Context: an optimization exercise on an open-source flow, tuned for small area and a short achievable clock period. The choices shown serve that exercise and are no tape-out recipe.
The RTL of this run was laid out without a check of its function.
Power and IR drop assume default switching activity.

--- design/flow/design.v ---
`timescale 1ns/1ps
module base2_alu #(
  parameter LAT_BIN = 1,   
  parameter LAT_DEC = 8,   
  parameter LAT_DUO = 6    
)(
  input  wire        clk,
  input  wire        rst,
  input  wire        start,
  input  wire [3:0]  opcode,
  input  wire [15:0] a,
  input  wire [15:0] b,
  output reg         busy,
  output reg         done,
  output reg  [31:0] result
);
  reg [7:0] countdown;
  wire [7:0] lat_sel =
      (opcode <= 4'd2) ? LAT_BIN :
      ((opcode <= 4'd5) ? LAT_DEC : LAT_DUO);
  wire [31:0] res_bin =
      (opcode==4'd0)   ? (a + b) :
      (opcode==4'd1)   ? (a - b) :
      (opcode==4'd2)   ? (a * b) :
      (opcode==4'd3)   ? (a + b) :
      (opcode==4'd4)   ? (a - b) :
      (opcode==4'd5) ? (a * 16'd10) :
      (opcode==4'd6) ? (a + b) :
      (opcode==4'd7) ? (a - b) :
      (opcode==4'd8)  ? (a * 16'd3) : 32'd0;
  always @(posedge clk) begin
    if (rst) begin
      busy <= 1'b0; done <= 1'b0; countdown <= 8'd0; result <= 32'd0;
    end else begin
      done <= 1'b0;
      if (start && !busy) begin
        busy      <= 1'b1;
        countdown <= (lat_sel==0) ? 1 : lat_sel;
      end else if (busy) begin
        if (countdown > 8'd1) begin
          countdown <= countdown - 8'd1;
        end else begin
          busy   <= 1'b0;
          done   <= 1'b1;
          result <= res_bin;
        end
      end
    end
  end
endmodule
`timescale 1ns/1ps
module base10_alu #(
  parameter LAT_DEC = 1,   
  parameter LAT_BIN = 6,   
  parameter LAT_DUO = 6    
)(
  input  wire        clk,
  input  wire        rst,
  input  wire        start,
  input  wire [3:0]  opcode,
  input  wire [15:0] a,
  input  wire [15:0] b,
  output reg         busy,
  output reg         done,
  output reg  [31:0] result
);
  reg [7:0] countdown;
  wire [7:0] lat_sel =
      ((opcode>=4'd3) && (opcode<=4'd5)) ? LAT_DEC :
      ((opcode<=4'd2) ? LAT_BIN : LAT_DUO);
  wire [31:0] res_bin =
      (opcode==4'd0)   ? (a + b) :
      (opcode==4'd1)   ? (a - b) :
      (opcode==4'd2)   ? (a * b) :
      (opcode==4'd3)   ? (a + b) :
      (opcode==4'd4)   ? (a - b) :
      (opcode==4'd5) ? (a * 16'd10) :
      (opcode==4'd6) ? (a + b) :
      (opcode==4'd7) ? (a - b) :
      (opcode==4'd8)  ? (a * 16'd3) : 32'd0;
  always @(posedge clk) begin
    if (rst) begin
      busy <= 1'b0; done <= 1'b0; countdown <= 8'd0; result <= 32'd0;
    end else begin
      done <= 1'b0;
      if (start && !busy) begin
        busy      <= 1'b1;
        countdown <= (lat_sel==0) ? 1 : lat_sel;
      end else if (busy) begin
        if (countdown > 8'd1) begin
          countdown <= countdown - 8'd1;
        end else begin
          busy   <= 1'b0;
          done   <= 1'b1;
          result <= res_bin;
        end
      end
    end
  end
endmodule
`timescale 1ns/1ps
module base12_alu #(
  parameter LAT_DUO = 1,   
  parameter LAT_BIN = 6,   
  parameter LAT_DEC = 8    
)(
  input  wire        clk,
  input  wire        rst,
  input  wire        start,
  input  wire [3:0]  opcode,
  input  wire [15:0] a,
  input  wire [15:0] b,
  output reg         busy,
  output reg         done,
  output reg  [31:0] result
);
  reg [7:0] countdown;
  wire [7:0] lat_sel =
      ((opcode>=4'd6) && (opcode<=4'd8)) ? LAT_DUO :
      ((opcode<=4'd2) ? LAT_BIN : LAT_DEC);
  wire [31:0] res_bin =
      (opcode==4'd0)   ? (a + b) :
      (opcode==4'd1)   ? (a - b) :
      (opcode==4'd2)   ? (a * b) :
      (opcode==4'd3)   ? (a + b) :
      (opcode==4'd4)   ? (a - b) :
      (opcode==4'd5) ? (a * 16'd10) :
      (opcode==4'd6) ? (a + b) :
      (opcode==4'd7) ? (a - b) :
      (opcode==4'd8)  ? (a * 16'd3) : 32'd0;
  always @(posedge clk) begin
    if (rst) begin
      busy <= 1'b0; done <= 1'b0; countdown <= 8'd0; result <= 32'd0;
    end else begin
      done <= 1'b0;
      if (start && !busy) begin
        busy      <= 1'b1;
        countdown <= (lat_sel==0) ? 1 : lat_sel;
      end else if (busy) begin
        if (countdown > 8'd1) begin
          countdown <= countdown - 8'd1;
        end else begin
          busy   <= 1'b0;
          done   <= 1'b1;
          result <= res_bin;
        end
      end
    end
  end
endmodule
`timescale 1ns/1ps
module router_extended #(
  parameter B2_LAT_BIN  = 1, B2_LAT_DEC  = 8, B2_LAT_DUO  = 6,
  parameter B10_LAT_DEC = 1, B10_LAT_BIN = 6, B10_LAT_DUO = 6,
  parameter B12_LAT_DUO = 1, B12_LAT_BIN = 6, B12_LAT_DEC = 8
)(
  input  wire        clk,
  input  wire        rst,
  input  wire        start,
  input  wire [2:0]  cond_sel,
  input  wire [3:0]  opcode,
  input  wire [15:0] op_a,
  input  wire [15:0] op_b,
  output reg         busy,
  output reg         done,
  output reg  [31:0] result
);
  localparam [1:0] ROUTE_SENTINEL = 2'd3;
  wire [1:0] forced_target = (cond_sel <= 3'd2) ? cond_sel[1:0] : ROUTE_SENTINEL;
  wire [1:0] full_router_target =
      (opcode <= 4'd2)   ? 2'd0 :
      (opcode <= 4'd5) ? 2'd1 :
                                  2'd2;
  localparam [1:0] DUO_FALLBACK_TARGET = (B10_LAT_DUO <= B2_LAT_DUO) ? 2'd1 : 2'd0;
  wire [1:0] router_210_target =
      (opcode <= 4'd2)   ? 2'd0 :
      (opcode <= 4'd5) ? 2'd1 :
                                  DUO_FALLBACK_TARGET;
  wire [1:0] routed_target =
      (forced_target != ROUTE_SENTINEL) ? forced_target :
      (cond_sel == 3'd3) ? full_router_target :
      (cond_sel == 3'd4) ? router_210_target :
                           full_router_target;  
  reg  start_b2, start_b10, start_b12;
  wire busy_b2, done_b2;   wire [31:0] res_b2;
  wire busy_b10, done_b10; wire [31:0] res_b10;
  wire busy_b12, done_b12; wire [31:0] res_b12;
  base2_alu #(.LAT_BIN(B2_LAT_BIN), .LAT_DEC(B2_LAT_DEC), .LAT_DUO(B2_LAT_DUO)) u_b2(
    .clk(clk), .rst(rst), .start(start_b2), .opcode(opcode), .a(op_a), .b(op_b),
    .busy(busy_b2), .done(done_b2), .result(res_b2)
  );
  base10_alu #(.LAT_DEC(B10_LAT_DEC), .LAT_BIN(B10_LAT_BIN), .LAT_DUO(B10_LAT_DUO)) u_b10(
    .clk(clk), .rst(rst), .start(start_b10), .opcode(opcode), .a(op_a), .b(op_b),
    .busy(busy_b10), .done(done_b10), .result(res_b10)
  );
  base12_alu #(.LAT_DUO(B12_LAT_DUO), .LAT_BIN(B12_LAT_BIN), .LAT_DEC(B12_LAT_DEC)) u_b12(
    .clk(clk), .rst(rst), .start(start_b12), .opcode(opcode), .a(op_a), .b(op_b),
    .busy(busy_b12), .done(done_b12), .result(res_b12)
  );
  localparam S_IDLE=0, S_WAIT=1;
  reg [0:0] st;
  always @(posedge clk) begin
    if (rst) begin
      st <= S_IDLE; busy <= 1'b0; done <= 1'b0;
      start_b2 <= 1'b0; start_b10 <= 1'b0; start_b12 <= 1'b0;
      result <= 32'd0;
    end else begin
      done <= 1'b0;
      start_b2 <= 1'b0; start_b10 <= 1'b0; start_b12 <= 1'b0;
      case (st)
        S_IDLE: begin
          if (start) begin
            busy <= 1'b1;
            if (routed_target==2'd0) start_b2  <= 1'b1;
            if (routed_target==2'd1) start_b10 <= 1'b1;
            if (routed_target==2'd2) start_b12 <= 1'b1;
            st <= S_WAIT;
          end
        end
        S_WAIT: begin
          if ( (routed_target==2'd0 && done_b2) ||
               (routed_target==2'd1 && done_b10) ||
               (routed_target==2'd2 && done_b12) ) begin
            result <= (routed_target==2'd0) ? res_b2 :
                      (routed_target==2'd1) ? res_b10 :
                                              res_b12;
            done   <= 1'b1;
            busy   <= 1'b0;
            st     <= S_IDLE;
          end
        end
      endcase
    end
  end
endmodule
--- design/flow/run.sh ---
#!/bin/bash
# synth_recipe.tcl (not shown) runs the flow's synth.tcl, then flattens the netlist and writes it again
# the make line also repeats each setting of config.mk as NAME=value (left out here)
make -C /OpenROAD-flow-scripts/flow DESIGN_CONFIG=/design/flow/config.mk WORK_HOME=/design/flow/orfs CLKGATE_MAP_FILE= SYNTH_SCRIPT=/design/flow/synth_recipe.tcl finish
--- design/flow/config.mk ---
export PLATFORM = sky130hd
export DESIGN_NAME = router_extended
export DESIGN_NICKNAME = router_extended
export VERILOG_FILES = /design/flow/design.v
export SDC_FILE = /design/flow/constraint.sdc
export NUM_CORES = 4
export LEC_CHECK = 0
export CAP_MARGIN = 20
export CORE_MARGIN = 2
export CORE_UTILIZATION = 40
export SLEW_MARGIN = 20
--- design/flow/constraint.sdc ---
create_clock -name core_clock -period 10.0 [get_ports {clk}]
set_input_delay 2.0000 -clock core_clock [delete_from_list [all_inputs] [get_ports {clk}]]
set_output_delay 2.0000 -clock core_clock [all_outputs]
set_load 0.01 [all_outputs]
==> impl_metrics.tcl <==
set metrics [dict create \
    cts_sinks 164 \
    grt_pass1_vias 17600 \
    fin_util_pct 44.6 \
    cts_tree "built" \
    cp-startpoint "op_a[7]" \
    crit_type "input pin to flip-flop" \
    cts_root_buf "clkbuf_16" \
    outcome "complete, no violations" \
    via_count 17400 \
    num_antenna_cells 0 \
    setup_ws_ps 1230 \
    critPathRequiredTime_ps 10350 \
    worst_clock_skew_ps 8.00 \
    final.min_clock_period_ps 8770 \
    synthArstFlopShare_pct 0 \
    synth_common_cells "312 x nand2_1, 290 x inv_1, 201 x nor2_1, 198 x fa_1, 186 x ha_1" \
    powerDensity_nw_per_um2 261 \
    synth.cell_area_um2 19400 \
    hold_path_class "flip-flop to flip-flop" \
    ys_ff_latch 164 \
    fin_crit_sh_pct 87.7 \
    die_x_um 224 \
    crit_path_end_kind "flip-flop" \
    drt-total-wl_mm 62.1 \
    insertion_delay_ps 420 \
    detail-route-antenna-nets 0 \
    pre_cts_slack_ps 805 \
    yosysTopAreaCellShare_pct 20.4 \
    first_pass_iters 6 \
    fmaxAchievable_mhz 114 \
    dp_hpwl_mm 48.5 \
    yosys_warnings 4 \
    postCtsSetupBuffers 0 \
    syn_avg_cell_area_um2 8.08 \
    ctsLongestPathBuffers 2 \
    synth_nets 2832 \
    cts_repair_resize_count 0 \
    reg2reg_from "u_b12.countdown[2]$_SDFFE_PP0P_" \
    synth_simple_gate_area_share_pct 17.7 \
    synth_top_family_by_area "adder cells" \
    hold_viol 0 \
    synth_compound_area_share_pct 18.6 \
    cts_max_level 4 \
    drive_above_1_share_pct 4.03 \
    cts_hold_buf 0 \
    synth_xor_area_share_pct 3.65 \
    synth_enable_flop_cells 0 \
    slew_violations 0 \
    maxCapViolations 0 \
    portBuffers 75 \
    worstMarginPinSlew_ps 1250 \
    setup_viol 0 \
    routedWlPerCell_um 20.4 \
    dieArea_um2 50400 \
    grt_max_degree 73 \
    drcViolationCount 0 \
    synth_fa_ha_area_share_pct 32.4 \
    yosysSeqAreaShare_pct 16.9 \
    endpoint "u_b12.result[30]$_SDFFE_PP0P_" \
    fin_nets 2843 \
    drtIter0Drc 1387 \
    clkTransAtPathRegs_ps 60 \
    ys_types 80 \
    core_area_um2 47800 \
    synthMuxAreaShare_pct 2.50 \
    cp-start-kind "input pin" \
    irDropWorstVdd_uv 296 \
    start_util_pct 40.6 \
    crit_fanout 8 \
    rrSetupSlack_ps 6920 \
    synthFlopType "dfxtp_1" \
    viasPerCell 5.72 \
    p_total_w 0.00557 \
    relSlewSlack_pct 15.7 \
    synth_cells 2406 \
    grt_pass1_wl_mm 99.1 \
    rsz0062_at_grt "false" \
    rr_endpoint "u_b12.result[24]$_SDFFE_PP0P_" \
    rows 80 \
    cts_made_buffers 17 \
    synth.most_common_cell "nand2_1" \
    grt_overflow 0 \
    area_growth_pct 9.84 \
    leakagePower_nw 9.37 \
    io_pins 76 \
    synthTopCellsByArea "fa_1 20%, dfxtp_1 17%, ha_1 12%" \
    die_h_um 224 \
    worstPathArrival_ps 9120 \
    place_congestion 0.933 \
    antenna_found_initial 0 \
    yosys.area.top_type "fa_1" \
    grt_use_total_pct 25.1 \
    setup_tns_ps 0 \
    reg2reg_depth 6 \
]
==> logic make-up (layout without fill, tap and decap cells) <==
| group | after synthesis | after routing |
|---|---|---|
| DFF | 164 | 164 |
| AOI/OAI and AO/OA | 554 | 554 |
| and+or+nand+nor | 759 | 759 |
| buffers and inverters | 415 | 439 |
| xor gates and xnor gates | 81 | 81 |
| muxes | 48 | 48 |
| adders and majority gates | 385 | 385 |
==> stage by stage <==
stage / hold slack, ps / area (µm²) / instances
2_1_floorplan: 424 / 19400 / 2406
6_report: 451 / 21400 / 3045
4_1_cts: 454 / 21400 / 3045
3_5_place_dp: 440 / 20800 / 3013
5_1_grt: 475 / 21400 / 3045
3_3_place_gp: 437 / 20800 / 3012
==> registers in the layout, indices dropped and copies added, names as in the netlist <==
name / count
u_b2.done: 1
u_b10.result: 32
u_b10.done: 1
st: 1
u_b12.done: 1
u_b10.countdown: 8
u_b10.busy: 1
u_b2.countdown: 8
done: 1
start_b2: 1
u_b12.result: 32
u_b12.countdown: 8
result: 32
busy: 1
start_b10: 1
u_b2.result: 32
start_b12: 1
u_b12.busy: 1
u_b2.busy: 1
==> metal layers <==
layer | up-vias | GRT usage [%] | share of wire [%]
met2 | 602 | 42.3 | 47
met3 | 131 | 2.69 | 5.5
met1 | 8563 | 33.5 | 44
met4 | 0 | 8.91 | 3.6
li1 | 8116 | - | -
met5 | - | 0 | 0
==> worst max-delay path: stages <==
cell and delay [ps]:
clkdlybuf4s50_1 800, buf_4 250, ha_1 170, inv_1 120, fa_1 560, inv_1 60
fa_1 500, inv_1 60, fa_1 530, inv_1 50, fa_1 380, fa_1 510
inv_1 50, fa_1 470, inv_1 40, ha_1 330, a211oi_1 260, o21ai_0 120
a31oi_1 410, o31ai_2 180, a41oi_1 350, o21ai_0 200, and4_1 240, or3_1 340
a21oi_1 130
==> cells in the final DEF, fill, tap and decap left out, types with 8 or more instances in the layout <==
cell type	Yosys	routed
a21oi_1	165	163
nor2_1	201	201
nand2_1	312	312
o21ai_0	98	98
nand3_1	19	19
nor3_1	34	33
o31ai_1	12	12
nor2b_1	13	13
buf_4	3	39
inv_1	290	290
a22o_1	14	14
dfxtp_1	164	164
clkdlybuf4s50_1	0	74
or4_1	10	10
and2_1	92	92
a21o_1	19	19
and3_1	11	11
xnor2_1	48	48
nor4_1	8	8
fa_1	198	198
mux2i_1	44	44
o22ai_1	9	9
o221ai_1	8	8
o21a_1	20	20
a211oi_1	58	58
nand2b_1	22	22
a31oi_1	19	19
ha_1	186	186
o211ai_1	50	50
or3_1	13	13
a221oi_1	8	8
clkbuf_16	0	17
xor2_1	33	33
==> report_power, final <==
group	switching (W)	total [W]	leakage [nW]	internal, W
registers	0.00000929	0.000679	1.32	0.000670
clock network	0.000260	0.000617	0.271	0.000357
logic	0.00267	0.00428	7.77	0.00161
==> worst min-delay path by stage <==
stage	from	slack, ps	end	depth (start not counted)
global route	result[15]$_SDFFE_PP0P_	470	result[15]$_SDFFE_PP0P_	2
CTS	u_b2.result[11]$_SDFFE_PP0P_	450	u_b2.result[11]$_SDFFE_PP0P_	2
detailed placement	u_b2.result[11]$_SDFFE_PP0P_	440	u_b2.result[11]$_SDFFE_PP0P_	2
finish	u_b10.result[24]$_SDFFE_PP0P_	450	u_b10.result[24]$_SDFFE_PP0P_	2
global placement	u_b10.result[11]$_SDFFE_PP0P_	440	u_b10.result[11]$_SDFFE_PP0P_	2
floorplan	u_b10.result[24]$_SDFFE_PP0P_	420	u_b10.result[24]$_SDFFE_PP0P_	2
==> layout make-up <==
class                      instances  area (µm²)
clock inverter                     7        46.3
multi-input combinational       1827       14600
clock buffer                      25         515
sequential                       164        3280
tap                              615         769
inverter                         293        1100
fill                            4806       26500
timing repair buffer             114        1060

-- re-timing with driven ports --
The flow's constraints put no driver on any port. The routed layout listed below was extracted and timed again, unchanged, in two steps.
Step 1 sets driving cells, clkbuf_16 on the clock port and buf_2 on the other inputs (assumed; they add their load-dependent delay and slew).
Step 2 also shifts input and output timing later by t, the mid clock arrival at the registers, as if the neighbouring blocks saw the same clock.
a / b / c = ideal ports / drivers / drivers and shift; a / b = the first two.
t, ns: 0.465
setup slack, ns: 1.228 / 1.245 / 0.780
slew at the worst register clock pin (ns): 0.06 / 0.07
worst slew at a driven data input, ns: 0.04
cell pins on the clock port's net: 1
After both steps setup and hold are still met in this run. The setup slack of this run moves by +0.017 ns with the drivers and by -0.448 ns with both steps.
